Source: an optimization exercise on an open RTL-to-GDS flow (aim: small area, a short achievable clock period and few clock cycles). Production flows keep margins and buffers that such runs may drop. Function was checked by simulation only, so behaviour that the tests miss may differ from the original.

==> job 7120: inputs <==
Design sqrt, start of the top module:
module sqrt
  #( parameter I_WIDTH = 16,
               F_WIDTH = 16)
  (input [I_WIDTH+F_WIDTH-1:0] N_in,
   output [I_WIDTH+F_WIDTH-1:0] out,
   input clk, rst, in_valid,
   output reg out_valid, ready
  );
==> flow/config.mk <==
export PLATFORM = sky130hd
export DESIGN_NAME = sqrt
export DESIGN_NICKNAME = sqrt
export VERILOG_FILES = /design/flow/design.v
export SDC_FILE = /design/flow/constraint.sdc
export NUM_CORES = 4
export LEC_CHECK = 0
export CAP_MARGIN = 50
export CORE_MARGIN = 2
export CORE_UTILIZATION = 40
export CTS_CLUSTER_DIAMETER = 60
export CTS_CLUSTER_SIZE = 20
export PLACE_DENSITY = 0.6
export SLEW_MARGIN = 60
export SYNTH_ARGS = -noabc
==> flow/constraint.sdc <==
create_clock -name core_clock -period 30.0 [get_ports {clk}]
set_input_delay 6.0000 -clock core_clock [delete_from_list [all_inputs] [get_ports {clk}]]
set_output_delay 6.0000 -clock core_clock [all_outputs]
set_load 0.01 [all_outputs]
standard.sh (not shown) runs the stock make flow with config.mk's settings and CLKGATE_MAP_FILE= SYNTH_SCRIPT=/design/flow/synth_recipe.tcl, a recipe that flattens the netlist after the stock synthesis.
==> flow/flow/run.sh <==
#!/bin/bash
# The standard layout, with one change to synthesis: Yosys's synth runs without its quick
# abc pass (SYNTH_ARGS = -noabc). The full adders that extract_fa then finds in the multiplier's
# carry-save tree keep the polarity the RTL gives them, which saves the inverters that otherwise
# sit between them. Everything else (the final abc, registers, floorplan, power grid, placement,
# clock tree, routing) is the standard flow's.
set -euo pipefail
work="$(cd "$(dirname "$0")/.." && pwd)"
cd "$work"
echo 'export SYNTH_ARGS = -noabc' >> config.mk
bash standard.sh > "$work/standard.log" 2>&1
==> job 8178: changes against job 7120 <==
==> flow/run.sh (new file) <==
#!/bin/bash
# synth_recipe.tcl (not shown) runs the flow's synth.tcl, then flattens the netlist and writes it again
# the make line also repeats each setting of config.mk as NAME=value (left out here)
make -C /OpenROAD-flow-scripts/flow DESIGN_CONFIG=/design/flow/config.mk WORK_HOME=/design/flow/orfs CLKGATE_MAP_FILE= SYNTH_SCRIPT=/design/flow/synth_recipe.tcl finish
--- a/flow/config.mk
+++ b/flow/config.mk
@@ -12,4 +12,3 @@
 export CTS_CLUSTER_SIZE = 20
 export PLACE_DENSITY = 0.6
 export SLEW_MARGIN = 60
-export SYNTH_ARGS = -noabc
removed: flow/flow/run.sh
removed: flow/standard.sh
==> qor summary <==
| item | job 7120 | job 8178 |
|---|---|---|
| Run status | timing/DRC/antenna clean | timing/DRC/antenna clean |
| Register area share after synthesis | 13.3% | 12.6% |
| Area after detailed placement | 0.0304 mm² | 0.0318 mm² |
| Post-synth cell types | 110 | 104 |
| Die extent in x | 272 µm | 279 µm |
| Area growth from synthesis to layout | 8.68% | 7.28% |
| Routed length on met1 | 44.9 mm | 48.4 mm |
| Area of the die | 0.0738 mm² | 0.0778 mm² |
| Headroom to the max-slew limit | 57.5% | 58.5% |
| Clock period minus worst slack | 8.49 ns | 8.27 ns |
| Number of multi-input combinational cells in the layout | 2,473 | 2,482 |
| Mean instance size in the synthesized netlist | 9.26 µm² | 8.76 µm² |
Testbench counts of job 7120, summed over its fixed seeds: cycles 35,140.
Testbench counts of job 8178, summed over its fixed seeds: cycles 35,140.

==> run F: inputs <==
sqrt, a different RTL version from the one above (not shown whole).
clock: 30.0 ns
lec_check: 0
cap_margin: 50
core_margin: 2
core_utilization: 50
cts_cluster_diameter: 60
cts_cluster_size: 20
place_density: 0.72
slew_margin: 60
run.sh (not shown) runs the stock make flow with config.mk's settings and CLKGATE_MAP_FILE= SYNTH_SCRIPT=/design/flow/synth_recipe.tcl, a recipe that flattens the netlist after the stock synthesis.
Stock flow here: none of the scripts above is used.
==> run A (differences from run F) <==
==> flow/flow/run.sh (new file) <==
#!/bin/bash
# The standard layout, with one change to synthesis: Yosys's synth runs without its quick
# abc pass (SYNTH_ARGS = -noabc). The full adders that extract_fa then finds in the multiplier's
# carry-save tree keep the polarity the RTL gives them, which saves the inverters that otherwise
# sit between them. Everything else (the final abc, registers, floorplan, power grid, placement,
# clock tree, routing) is the standard flow's.
set -euo pipefail
work="$(cd "$(dirname "$0")/.." && pwd)"
cd "$work"
echo 'export SYNTH_ARGS = -noabc' >> config.mk
bash standard.sh > "$work/standard.log" 2>&1
==> flow/standard.sh (new file) <==
#!/bin/bash
# synth_recipe.tcl (not shown) runs the flow's synth.tcl, then flattens the netlist and writes it again
# the make line also repeats each setting of config.mk as NAME=value (left out here)
make -C /OpenROAD-flow-scripts/flow DESIGN_CONFIG=/design/flow/config.mk WORK_HOME=/design/flow/orfs CLKGATE_MAP_FILE= SYNTH_SCRIPT=/design/flow/synth_recipe.tcl "${@:-finish}"
--- a/flow/config.mk
+++ b/flow/config.mk
@@ -8,7 +8,8 @@
 export CAP_MARGIN = 50
 export CORE_MARGIN = 2
-export CORE_UTILIZATION = 50
+export CORE_UTILIZATION = 40
 export CTS_CLUSTER_DIAMETER = 60
 export CTS_CLUSTER_SIZE = 20
-export PLACE_DENSITY = 0.72
+export PLACE_DENSITY = 0.6
 export SLEW_MARGIN = 60
+export SYNTH_ARGS = -noabc
removed: flow/run.sh
==> impl_metrics.json <==
{
  "status": "timing/DRC/antenna clean",
  "grt_pass1_vias": 27590,
  "grt_pass1_wl_um": 178900,
  "core_um2": 74320,
  "clock-skew-final_ps": 19.33,
  "timing.final.crit_share": 0.2979
}
-- figures above: run A

==> impl_metrics.json <==
{
  "clock-skew-final_ps": 12.82,
  "status": "timing/DRC/antenna clean",
  "core_um2": 61370,
  "timing.final.crit_share": 0.2750,
  "grt_pass1_vias": 28100,
  "grt_pass1_wl_um": 172500
}
-- figures above: run F

Testbench counts of run F, summed over its fixed seeds: cycles 34,118.
Testbench counts of run A, summed over its fixed seeds: cycles 34,118.

[static timing again, ports no longer ideal]
How much do the figures lean on ideal ports? The routed layouts below were timed once more, with nothing changed but the port constraints. Step 1, drivers: a clkbuf_16 drives clk and a buf_2 each remaining input, both assumed. Step 2 times the ports against the registers' clock, not the clock port: input delays grow and output delays shrink by t, the midpoint of the rising clock arrivals with the driver on. a / b / c = ideal ports / drivers / drivers and shift; a / b = the first two.
| run | t, ns | slack for setup (ns) | worst setup path after step 2 | worst register clock-pin slew, ns | worst slew at a driven data input, ns |
|---|---|---|---|---|---|
| job 7120 | 0.502 | 21.514 / 21.514 / 21.514 | register to register | 0.08 / 0.08 | 0.04 |
| job 8178 | 0.507 | 21.730 / 21.673 / 21.762 | register to register | 0.08 / 0.08 | 0.04 |
| run F | 0.496 | 21.749 / 21.695 / 21.821 | register to register | 0.08 / 0.08 | 0.04 |
| run A | 0.506 | 21.064 / 21.064 / 21.064 | register to register | 0.08 / 0.08 | 0.04 |
After both steps every run listed still meets setup and hold.
